What follows belongs to an exercise in optimizing a design on an open flow for small area and a short achievable clock period; a production flow would make more cautious choices. Function was checked by simulation only, so behaviour that the tests miss may differ from the original. Power figures rest on the tool's default switching activity, not on a simulated workload.

--- flow/design.v ---
module axi_addr #(
        parameter AW = 32,
        parameter DW = 32
    )(
    input  [AW-1 : 0] i_last_addr,
    input  [2 : 0]    i_size,
    input  [1 : 0]    i_burst,
    input  [7 : 0]    i_len,
    output reg [AW-1 : 0] o_next_addr
    );
    localparam DSZ = $clog2(DW) - 3;  
    localparam FIXED     = 2'b00,
               INCREMENT = 2'b01,
               WRAP      = 2'b10;
    reg [AW-1 : 0] wrap_mask, increment;
    always @(*) begin
        increment = 0;
        if (i_burst != FIXED) begin
            if (DSZ == 0) begin
                increment = 1;
            end
            else if (DSZ == 1) begin
                increment = i_size[0] ? 2 : 1;
            end
            else if (DSZ == 2) begin
                increment = i_size[1] ? 4 : (i_size[0] ? 2 : 1);
            end
            else if (DSZ == 3) begin
                case (i_size[1 : 0])
                    2'b00: increment = 1;
                    2'b01: increment = 2;
                    2'b10: increment = 4;
                    2'b11: increment = 8;
                endcase
            end
            else begin
                increment = (1 << i_size);
            end
        end
    end
    always @(*) begin
        wrap_mask = 'b0;
        if (i_burst == WRAP) begin
            if (i_len == 1) begin
                wrap_mask = (1 << (i_size + 1));
            end
            else if (i_len == 3) begin
                wrap_mask = (1 << (i_size + 2));
            end
            else if (i_len == 7) begin
                wrap_mask = (1 << (i_size + 3));
            end
            else if (i_len == 15) begin
                wrap_mask = (1 << (i_size + 4));
            end
            wrap_mask = wrap_mask - 1;
            if (AW > 12) begin
                wrap_mask[(AW-1) : ((AW >12) ? 12 : (AW-1))] = 'b0;
            end
        end
    end
    always @(*) begin
        o_next_addr = i_last_addr + increment;
        if (i_burst != FIXED) begin
            if (DSZ < 2) begin
                o_next_addr = i_size[0];
            end
            else if (DSZ < 4) begin
                case(i_size[1 : 0]) 
                    2'b00: o_next_addr        = o_next_addr;
                    2'b01: o_next_addr[0]     = 1'b0;
                    2'b10: o_next_addr[1 : 0] = 'b0;
                    2'b11: o_next_addr[2 : 0] = 'b0;
                endcase
            end
            else begin
                case(i_size) 
                    3'b000: o_next_addr        = o_next_addr;
                    3'b001: o_next_addr[0]     = 1'b0;
                    3'b010: o_next_addr[1 : 0] = 'b0;
                    3'b011: o_next_addr[2 : 0] = 'b0;
                    3'b100: o_next_addr[3 : 0] = 'b0;
                    3'b101: o_next_addr[4 : 0] = 'b0;
                    3'b110: o_next_addr[5 : 0] = 'b0;
                    3'b111: o_next_addr[6 : 0] = 'b0;
                endcase
            end
        end
        if (i_burst[1]) begin
            o_next_addr = (i_last_addr & ~wrap_mask) | (o_next_addr & wrap_mask);
        end
        if (AW > 12) begin
            o_next_addr[(AW-1) : ((AW >12) ? 12 : (AW-1))] = i_last_addr[(AW-1) : ((AW >12) ? 12 : (AW-1))];
        end
    end
endmodule
module axi_slave #(
    parameter AXI_ID_WD   = 2,
    parameter AXI_DATA_WD = 32,
    parameter AXI_ADDR_WD = 32,
    parameter AXI_STRB_WD = 4
    )(
    input                      S_AXI_ACLK,
    input                      S_AXI_ARESETN,
    input  [AXI_ADDR_WD-1 : 0] S_AXI_AWADDR,
    input  [AXI_ID_WD-1   : 0] S_AXI_AWID,
    input  [1 : 0]             S_AXI_AWBURST,
    input  [2 : 0]             S_AXI_AWSIZE,
    input  [7 : 0]             S_AXI_AWLEN,
    input                      S_AXI_AWVALID,
    output                     S_AXI_AWREADY,
    input  [AXI_DATA_WD-1 : 0] S_AXI_WDATA,
    input  [AXI_STRB_WD-1 : 0] S_AXI_WSTRB,
    input                      S_AXI_WLAST,
    input                      S_AXI_WVALID,
    output                     S_AXI_WREADY,
    output [AXI_ID_WD-1   : 0] S_AXI_BID,
    output [1 : 0]             S_AXI_BRESP,
    output                     S_AXI_BVALID,
    input                      S_AXI_BREADY,
    input  [AXI_ADDR_WD-1 : 0] S_AXI_ARADDR,
    input  [AXI_ID_WD-1   : 0] S_AXI_ARID,
    input  [1 : 0]             S_AXI_ARBURST,
    input  [2 : 0]             S_AXI_ARSIZE,
    input  [7 : 0]             S_AXI_ARLEN,
    input                      S_AXI_ARVALID,
    output                     S_AXI_ARREADY,
    output [AXI_DATA_WD-1 : 0] S_AXI_RDATA,
    output                     S_AXI_RLAST,
    output [AXI_ID_WD-1   : 0] S_AXI_RID,
    output [1 : 0]             S_AXI_RRESP,
    output                     S_AXI_RVALID,
    input                      S_AXI_RREADY
    );
    localparam IW = AXI_ID_WD,
               DW = AXI_DATA_WD,
               AW = AXI_ADDR_WD,
               SW = AXI_STRB_WD;
    localparam DW_BYTE = DW >> 3;
    localparam DEPTH   = 1 << 8;
    reg [7 : 0] bank0 [63 : 0];
    reg [7 : 0] bank1 [63 : 0];
    reg [7 : 0] bank2 [63 : 0];
    reg [7 : 0] bank3 [63 : 0];
    reg [AW-1 : 0] awaddr;
    reg [IW-1 : 0] awid;
    reg [1 : 0]    awburst;
    reg [2 : 0]    awsize;
    reg [7 : 0]    awlen;
    reg [AW-1 : 0] araddr;
    reg [IW-1 : 0] arid;
    reg [1 : 0]    arburst;
    reg [2 : 0]    arsize;
    reg [7 : 0]    arlen;
    reg            axi_awready;
    reg            axi_wready;
    reg [IW-1 : 0] axi_bid;
    reg            axi_bvalid;
    reg            axi_arready;
    reg [DW-1 : 0] axi_rdata;
    reg            axi_rlast;
    reg [IW-1 : 0] axi_rid;
    reg            axi_rvalid;
    reg         bvalid_r;
    reg [7 : 0] cur_rlen;
    wire [AW-1 : 0] next_wr_addr;
    wire [AW-1 : 0] next_rd_addr;
    wire awfire = S_AXI_AWVALID  && S_AXI_AWREADY;
    wire wfire  = S_AXI_WVALID   && S_AXI_WREADY;
    wire arfire = S_AXI_ARVALID  && S_AXI_ARREADY;
    wire rfire  = S_AXI_RVALID   && S_AXI_RREADY;
    wire b_pend = S_AXI_BVALID   && !S_AXI_BREADY;
    wire r_pend = S_AXI_RVALID   && !S_AXI_RREADY;
    always @(posedge S_AXI_ACLK) begin
        if (S_AXI_AWREADY) begin
            awaddr  <= S_AXI_AWADDR;
            awid    <= S_AXI_AWID;
            awburst <= S_AXI_AWBURST;
            awlen   <= S_AXI_AWLEN;
            awsize  <= S_AXI_AWSIZE;
        end
        else if (wfire) begin
            awaddr <= next_wr_addr;
        end
    end
    always @(posedge S_AXI_ACLK) begin
        if (!S_AXI_ARESETN) begin
            axi_awready <= 1'b1;
            axi_wready  <= 1'b0;
        end
        else if (awfire) begin
            axi_awready <= 1'b0;
            axi_wready  <= 1'b1;
        end
        else if (wfire) begin
            axi_awready <= S_AXI_WLAST && !b_pend;
            axi_wready  <= !S_AXI_WLAST;
        end
        else if (!S_AXI_AWREADY) begin
            if (axi_wready) begin
                axi_awready <= 1'b0;
            end
            else if (b_pend) begin
                axi_awready <= 1'b0;
            end
            else begin
                axi_awready <= 1'b1;
            end
        end
    end
    always @(posedge S_AXI_ACLK) begin
        if (!b_pend) begin
            axi_bid <= awid;
        end
    end
    always @(posedge S_AXI_ACLK) begin
        if (!S_AXI_ARESETN) begin
            axi_bvalid <= 1'b0;
        end
        else if (wfire && S_AXI_WLAST) begin
            axi_bvalid <= 1'b1;
        end
        else if (S_AXI_BREADY) begin
            axi_bvalid <= bvalid_r;
        end
    end
    always @(posedge S_AXI_ACLK) begin
        if (!S_AXI_ARESETN) begin
            bvalid_r <= 1'b0;
        end
        else if (b_pend && wfire && S_AXI_WLAST) begin
            bvalid_r <= 1'b1;
        end
        else if (S_AXI_BREADY) begin
            bvalid_r <= 1'b0;
        end
    end
    wire [1 : 0] wl0 = 2'd0 - awaddr[1 : 0];
    wire [1 : 0] wl1 = 2'd1 - awaddr[1 : 0];
    wire [1 : 0] wl2 = 2'd2 - awaddr[1 : 0];
    wire [1 : 0] wl3 = 2'd3 - awaddr[1 : 0];
    wire [5 : 0] wrow = awaddr[7 : 2];
    wire [5 : 0] wr0 = wrow + (awaddr[1 : 0] > 2'd0);
    wire [5 : 0] wr1 = wrow + (awaddr[1 : 0] > 2'd1);
    wire [5 : 0] wr2 = wrow + (awaddr[1 : 0] > 2'd2);
    wire [5 : 0] wr3 = wrow;
    always @(posedge S_AXI_ACLK) begin
        if (wfire && S_AXI_WSTRB[wl0]) bank0[wr0] <= S_AXI_WDATA[{wl0, 3'b000} +: 8];
        if (wfire && S_AXI_WSTRB[wl1]) bank1[wr1] <= S_AXI_WDATA[{wl1, 3'b000} +: 8];
        if (wfire && S_AXI_WSTRB[wl2]) bank2[wr2] <= S_AXI_WDATA[{wl2, 3'b000} +: 8];
        if (wfire && S_AXI_WSTRB[wl3]) bank3[wr3] <= S_AXI_WDATA[{wl3, 3'b000} +: 8];
    end
    axi_addr #( 
        .AW(AW),
        .DW(DW)
    ) get_next_wr_addr(
        .i_last_addr(awaddr),
        .i_burst(awburst),
        .i_size(awsize),
        .i_len(awlen),
        .o_next_addr(next_wr_addr)
    );
    assign S_AXI_AWREADY = axi_awready;
    assign S_AXI_WREADY  = axi_wready;
    assign S_AXI_BRESP   = 2'b00;
    assign S_AXI_BVALID  = axi_bvalid;
    assign S_AXI_BID     = axi_bid;
    always @(posedge S_AXI_ACLK) begin
        if (arfire) begin
            araddr  <= S_AXI_ARADDR;
            arid    <= S_AXI_ARID;
            arburst <= S_AXI_ARBURST;
            arlen   <= S_AXI_ARLEN;
            arsize  <= S_AXI_ARSIZE;
        end
        else if (rfire) begin
            araddr <= next_rd_addr;
        end
    end
    always @(posedge S_AXI_ACLK) begin
        if (!S_AXI_ARESETN) begin
            cur_rlen <= 'b0;
        end
        else if (arfire) begin
            cur_rlen <= S_AXI_ARLEN;
        end
        else if (rfire) begin
            cur_rlen <= cur_rlen - 1'b1;
        end
    end
    always @(posedge S_AXI_ACLK) begin
        if (!S_AXI_ARESETN) begin
            axi_arready <= 1'b1;
        end
        else if (arfire) begin
            axi_arready <= 1'b0;
        end
        else if (rfire) begin
            axi_arready <= (cur_rlen == 0);
        end
    end
    always @(posedge S_AXI_ACLK) begin
        if (!S_AXI_ARESETN) begin
            axi_rvalid <= 1'b0;
        end
        else if (arfire) begin
            axi_rvalid <= 1'b1;
        end
        else if (rfire) begin
            axi_rvalid <= (cur_rlen > 0);
        end
    end
    always @(posedge S_AXI_ACLK) begin
        if (!S_AXI_ARESETN) begin
            axi_rlast <= 1'b0;
        end
        else if (arfire) begin
            axi_rlast <= (S_AXI_ARLEN == 'b0);
        end
        else if (rfire) begin
            axi_rlast <= (cur_rlen == 'b1);
        end
    end
    always @(posedge S_AXI_ACLK) begin
        if (arfire) begin
            axi_rid <= S_AXI_ARID;
        end
    end
    axi_addr #( 
        .AW(AW),
        .DW(DW)
    ) get_next_rd_addr(
        .i_last_addr(araddr),
        .i_burst(arburst),
        .i_size(arsize),
        .i_len(arlen),
        .o_next_addr(next_rd_addr)
    );
    wire [5 : 0] rrow = araddr[7 : 2];
    wire [7 : 0] rb0 = bank0[rrow + (araddr[1 : 0] > 2'd0)];
    wire [7 : 0] rb1 = bank1[rrow + (araddr[1 : 0] > 2'd1)];
    wire [7 : 0] rb2 = bank2[rrow + (araddr[1 : 0] > 2'd2)];
    wire [7 : 0] rb3 = bank3[rrow];
    wire [31 : 0] rall = {rb3, rb2, rb1, rb0};
    wire [63 : 0] rdup = {rall, rall};
    always @(*) begin
        axi_rdata = rdup[{araddr[1 : 0], 3'b000} +: 32];
    end
    assign S_AXI_ARREADY = axi_arready;
    assign S_AXI_RVALID  = axi_rvalid;
    assign S_AXI_RDATA   = axi_rdata;
    assign S_AXI_RLAST   = axi_rlast;
    assign S_AXI_RID     = axi_rid;
    assign S_AXI_RRESP   = 2'b00;
endmodule
--- flow/run.sh ---
#!/bin/bash
# synth_recipe.tcl (not shown) runs the flow's synth.tcl, then flattens the netlist and writes it again
# the make line also repeats each setting of config.mk as NAME=value (left out here)
make -C /OpenROAD-flow-scripts/flow DESIGN_CONFIG=/design/flow/config.mk WORK_HOME=/design/flow/orfs CLKGATE_MAP_FILE= SYNTH_SCRIPT=/design/flow/synth_recipe.tcl finish
--- flow/config.mk ---
export PLATFORM = sky130hd
export DESIGN_NAME = axi_slave
export DESIGN_NICKNAME = axi_slave
export VERILOG_FILES = /design/flow/design.v
export SDC_FILE = /design/flow/constraint.sdc
export NUM_CORES = 4
export LEC_CHECK = 0
export CAP_MARGIN = 20
export CELL_PAD_IN_SITES_DETAIL_PLACEMENT = 2
export CELL_PAD_IN_SITES_GLOBAL_PLACEMENT = 4
export CORE_MARGIN = 2
export CORE_UTILIZATION = 30
export PLACE_DENSITY = 0.5
export SLEW_MARGIN = 20
--- flow/constraint.sdc ---
create_clock -name core_clock -period 10.0 [get_ports {S_AXI_ACLK}]
set_input_delay 2.0000 -clock core_clock [delete_from_list [all_inputs] [get_ports {S_AXI_ACLK}]]
set_output_delay 2.0000 -clock core_clock [all_outputs]
set_load 0.01 [all_outputs]
==> results.txt <==
Yosys cell counts (4+ instances only):
library cell / instances / share of area
a21o_1: 9 / 0.00079
nor2b_1: 13 / 0.00095
inv_1: 32 / 0.0014
and4_1: 4 / 0.00041
buf_4: 4 / 0.00035
o32a_1: 4 / 0.00047
xor2_1: 20 / 0.0021
o211ai_1: 7 / 0.00062
o21ai_0: 27 / 0.0016
nand4_1: 7 / 0.00051
and3_1: 9 / 0.00066
or2_2: 5 / 0.00037
nor2_1: 339 / 0.015
o31ai_1: 4 / 0.00035
buf_1: 30 / 0.0013
a22oi_1: 17 / 0.0015
clkbuf_1: 131 / 0.0058
nand3_1: 41 / 0.0024
a31oi_1: 8 / 0.00059
xnor2_1: 28 / 0.0029
nor3b_1: 4 / 0.00035
nand2_1: 110 / 0.0048
edfxtp_1: 2096 / 0.74
a211oi_1: 7 / 0.00062
nor4_1: 7 / 0.00051
buf_2: 40 / 0.0023
nor3_1: 24 / 0.0014
dfxtp_1: 21 / 0.0049
or3_1: 9 / 0.00066
ha_1: 32 / 0.0047
nand2b_1: 9 / 0.00066
mux2i_1: 60 / 0.0070
mux4_2: 688 / 0.18
a21oi_1: 63 / 0.0037
nand3b_1: 11 / 0.00097
a311oi_1: 5 / 0.00051
mux2_2: 14 / 0.0018
state kept, by name, summed over array words and instances (netlist names), 2 cells and up, named ones only:
register and flops:
arlen 8, bank1 512, awlen 8, awsize 3, bank0 512, cur_rlen 8, arsize 3, araddr 6
axi_rid 2, arburst 2, axi_bid 2, bank2 512, awid 2, bank3 512, awburst 2
final cells by class:
cell class                 count  area (um2)  area share
sequential                  2117       63400       0.637
multi-input combinational   1641       21200       0.214
clock buffer                 314        6390      0.0642
tap                         3743        4680      0.0471
timing repair buffer         254        2460      0.0247
clock inverter               133        1190      0.0120
inverter                      36         135     0.00136
antenna                        3        7.51   0.0000755
logic make-up after synthesis:
kind of cell | count (synthesis)
buffers and inverters | 242
AND/OR/NAND/NOR | 612
adder cells (fa/ha/maj) | 34
other | 1
AO/OA/AOI/OAI | 181
flip-flops | 2117
XOR/XNOR | 48
multiplexers | 762
through the flow:
step	hold WS [ns]	utilization	power, uW
floorplan	0.400	-	13300
global placement	0.402	0.325	15800
finish	0.422	0.352	24100
detailed placement	0.406	0.325	15800
global route	0.437	0.352	25100
CTS	0.425	0.352	24600
critical path: cells and delay by family, from the launching register on:
family                     cells  cell delay [ns]
and+or+nand+nor                1             0.23
AOI/OAI and AO/OA              1             0.22
adders and majority gates      1             0.59
muxes                          4             2.50
DFF                            1             0.37
buffers and inverters          6             1.90
worst paths after layout:
| path | slack [ns] | start | to |
|---|---|---|---|
| hold / removal | 0.42 | awid[1] | axi_bid[1] |
| setup reg to reg | 5.02 | flop | bank2[58][1] |
| hold reg to reg | 0.42 | awid[1] | axi_bid[1] |
| setup / recovery | 1.21 | flop | S_AXI_RDATA[25] |
cell usage in the layout, fill, tap and decap left out, types with 11 or more instances in the layout:
master | netlist | routed
nand3b_1 | 11 | 11
o21ai_0 | 27 | 27
mux4_2 | 688 | 688
clkbuf_16 | 0 | 245
xnor2_1 | 28 | 25
nand2_1 | 110 | 110
bufinv_16 | 0 | 20
clkinv_2 | 0 | 41
mux2_2 | 14 | 14
nand3_1 | 41 | 41
clkdlybuf4s50_1 | 0 | 131
inv_1 | 32 | 32
mux2i_1 | 60 | 59
nor2_1 | 339 | 337
dfxtp_1 | 21 | 16
clkbuf_1 | 131 | 69
buf_12 | 0 | 18
xor2_1 | 20 | 14
nor3_1 | 24 | 24
buf_4 | 4 | 105
a21oi_1 | 63 | 63
a22oi_1 | 17 | 17
nor2b_1 | 13 | 13
edfxtp_1 | 2096 | 2096
clkinv_1 | 1 | 57
ha_1 | 32 | 26
power by group:
group,switching [uW],internal (uW)
clock,3680,5000
sequential,90.4,10300
combinational,3080,1980
total,6850,17200
per-layer routing:
metal  vias to the layer above  part of all wire  routed length (um)  global-route usage
met4                         2             0.020                5160              0.0395
met1                     22700              0.46              121000               0.258
li1                      17400                 -                   -                   -
met3                       279             0.028                7520              0.0214
met2                       592              0.49              130000               0.307
met5                         -          0.000049                  13                   0
==> impl_metrics.env <==
export IMPL_drt_initial_drc_count=3126
export IMPL_postSynthCellCount=3997
export IMPL_synth_compound_area_frac=0.0140
export IMPL_core_um2=283000
export IMPL_clk_latency_ns=0.90
export IMPL_rsz0062_at_grt="false"
export IMPL_skew_ns=0.0251
export IMPL_grt_use_total=0.184
export IMPL_slew_violations=0
export IMPL_area_growth_pct=16.5
export IMPL_grt_overflow=0
export IMPL_antenna_left=0
export IMPL_synth_seq_cells=2117
export IMPL_synth_xor_area_frac=0.00492
export IMPL_cp_data_required_time_ns=8.00
export IMPL_slew_headroom=0.255
export IMPL_grt_pass1_wl_mm=373
export IMPL_drc=0
export IMPL_hp_class="flop to flop"
export IMPL_synthMuxAreaShare=0.190
export IMPL_cp_end_kind="output pin"
export IMPL_path_class="flop to output pin"
export IMPL_post_cts_buffers=0
export IMPL_max_stage_delay_ns=0.81
export IMPL_cts_inserted_buffers=245
export IMPL_hpwl_mm=171
export IMPL_async_reset_ff_frac=0
export IMPL_cts_sinks=2117
export IMPL_die_y_um=537
export IMPL_crit_top_cell="mux4_2"
export IMPL_rows=195
export IMPL_critPathArrivalTime_ns=6.79
export IMPL_fp_dieW_um=537
export IMPL_fin_crit_ns=8.79
export IMPL_root_buffer="clkbuf_16"
export IMPL_n_fill_cell=27100
export IMPL_post_cts_resized=0
export IMPL_synthSimpleGateAreaFrac=0.0320
export IMPL_antenna_found_initial=21
export IMPL_p_leak_uw=0.0304
export IMPL_synth_top_family_by_area="multiplexers"
export IMPL_cts_tree="built"
export IMPL_maxCapViolCount=0
export IMPL_grt_max_degree=65
export IMPL_pre_cts_slack_ns=2.18
export IMPL_drt_vias_per_instance=4.97
export IMPL_holdPathStages=0
export IMPL_clock_path_buffers=4
export IMPL_port_buffers=131
export IMPL_setup_ws_ns=1.21
export IMPL_hold_buffers=0
export IMPL_worstSetupStartpointType="flop"
export IMPL_fin_nets=4467
export IMPL_crit_chain="buf_4 -> inv_2 -> buf_4 -> nor2_1 -> ha_4 -> buf_12 -> buf_12 -> mux4_2 -> mux4_2 -> mux4_2 -> mux2i_1 -> a21oi_1 -> clkdlybuf4s50_1"
export IMPL_finalSetupViolCount=0
export IMPL_ys_warn_count=2
export IMPL_dr_pass1_iters=5
export IMPL_fin_crit_sh=0.879
export IMPL_postPlaceCellArea_um2=91900
export IMPL_hold_viol=0
export IMPL_start_util=0.302
export IMPL_worst_r2r_cell_count=7
export IMPL_fin_area_um2=99500
export IMPL_synth_fa_ha_area_frac=0.00516
export IMPL_clk_pin_slew_ns=0.06
export IMPL_syn_cell_area_um2=85400
export IMPL_drt_wirelength_per_cell_um=32.1
export IMPL_crit_slowest_cell="mux2i_1"
export IMPL_yosysSeqAreaShare=0.742
export IMPL_postRouteWirelength_mm=264
export IMPL_htreeDepth=4
export IMPL_layout_drive_gt1_share=0.265
export IMPL_avgSynthCellArea_um2=21.4
export IMPL_p_per_area_nw_per_um2=242
export IMPL_gp_congestion=0.721
export IMPL_pin_count=184
export IMPL_setup_tns_final_ns=0
export IMPL_dp_cells=7791
export IMPL_fin_cells=8241
export IMPL_worst_path_max_fanout=33
export IMPL_fmax_ghz=0.114
export IMPL_yosysUniqueCellTypes=74
export IMPL_dominantRegCellSynth="edfxtp_1"
export IMPL_grt_pass1_vias=45400
export IMPL_peakVddDrop_mv=0.131
export IMPL_synth_edf_count=2096
export IMPL_status="timing/DRC/antenna clean"
export IMPL_fp_dieArea_um2=289000
export IMPL_num_vias=41000
export IMPL_worst_pin_slew_ns=1.11

re-timing with driven ports:
In the flow no input, the clock included, has a driving cell. The finished layout below was timed again as built, in two steps. Step 1 sets driving cells, clkbuf_16 on the clock port and buf_2 on the other inputs (assumed; they add their load-dependent delay and slew). Step 2 also shifts input and output timing later by t, the mid clock arrival at the registers, as if the neighbouring blocks saw the same clock. a / b / c = no drivers / after step 1 / after step 2; a / b = the first two.
t (ns): 0.979
setup WS [ns]: 1.208 / 1.120 / 2.099
pins driven straight from the clock port: 1
After both steps this run still meets setup and hold. For this run, drivers alone change the setup slack by -0.088 ns; drivers and shift together by +0.891 ns.
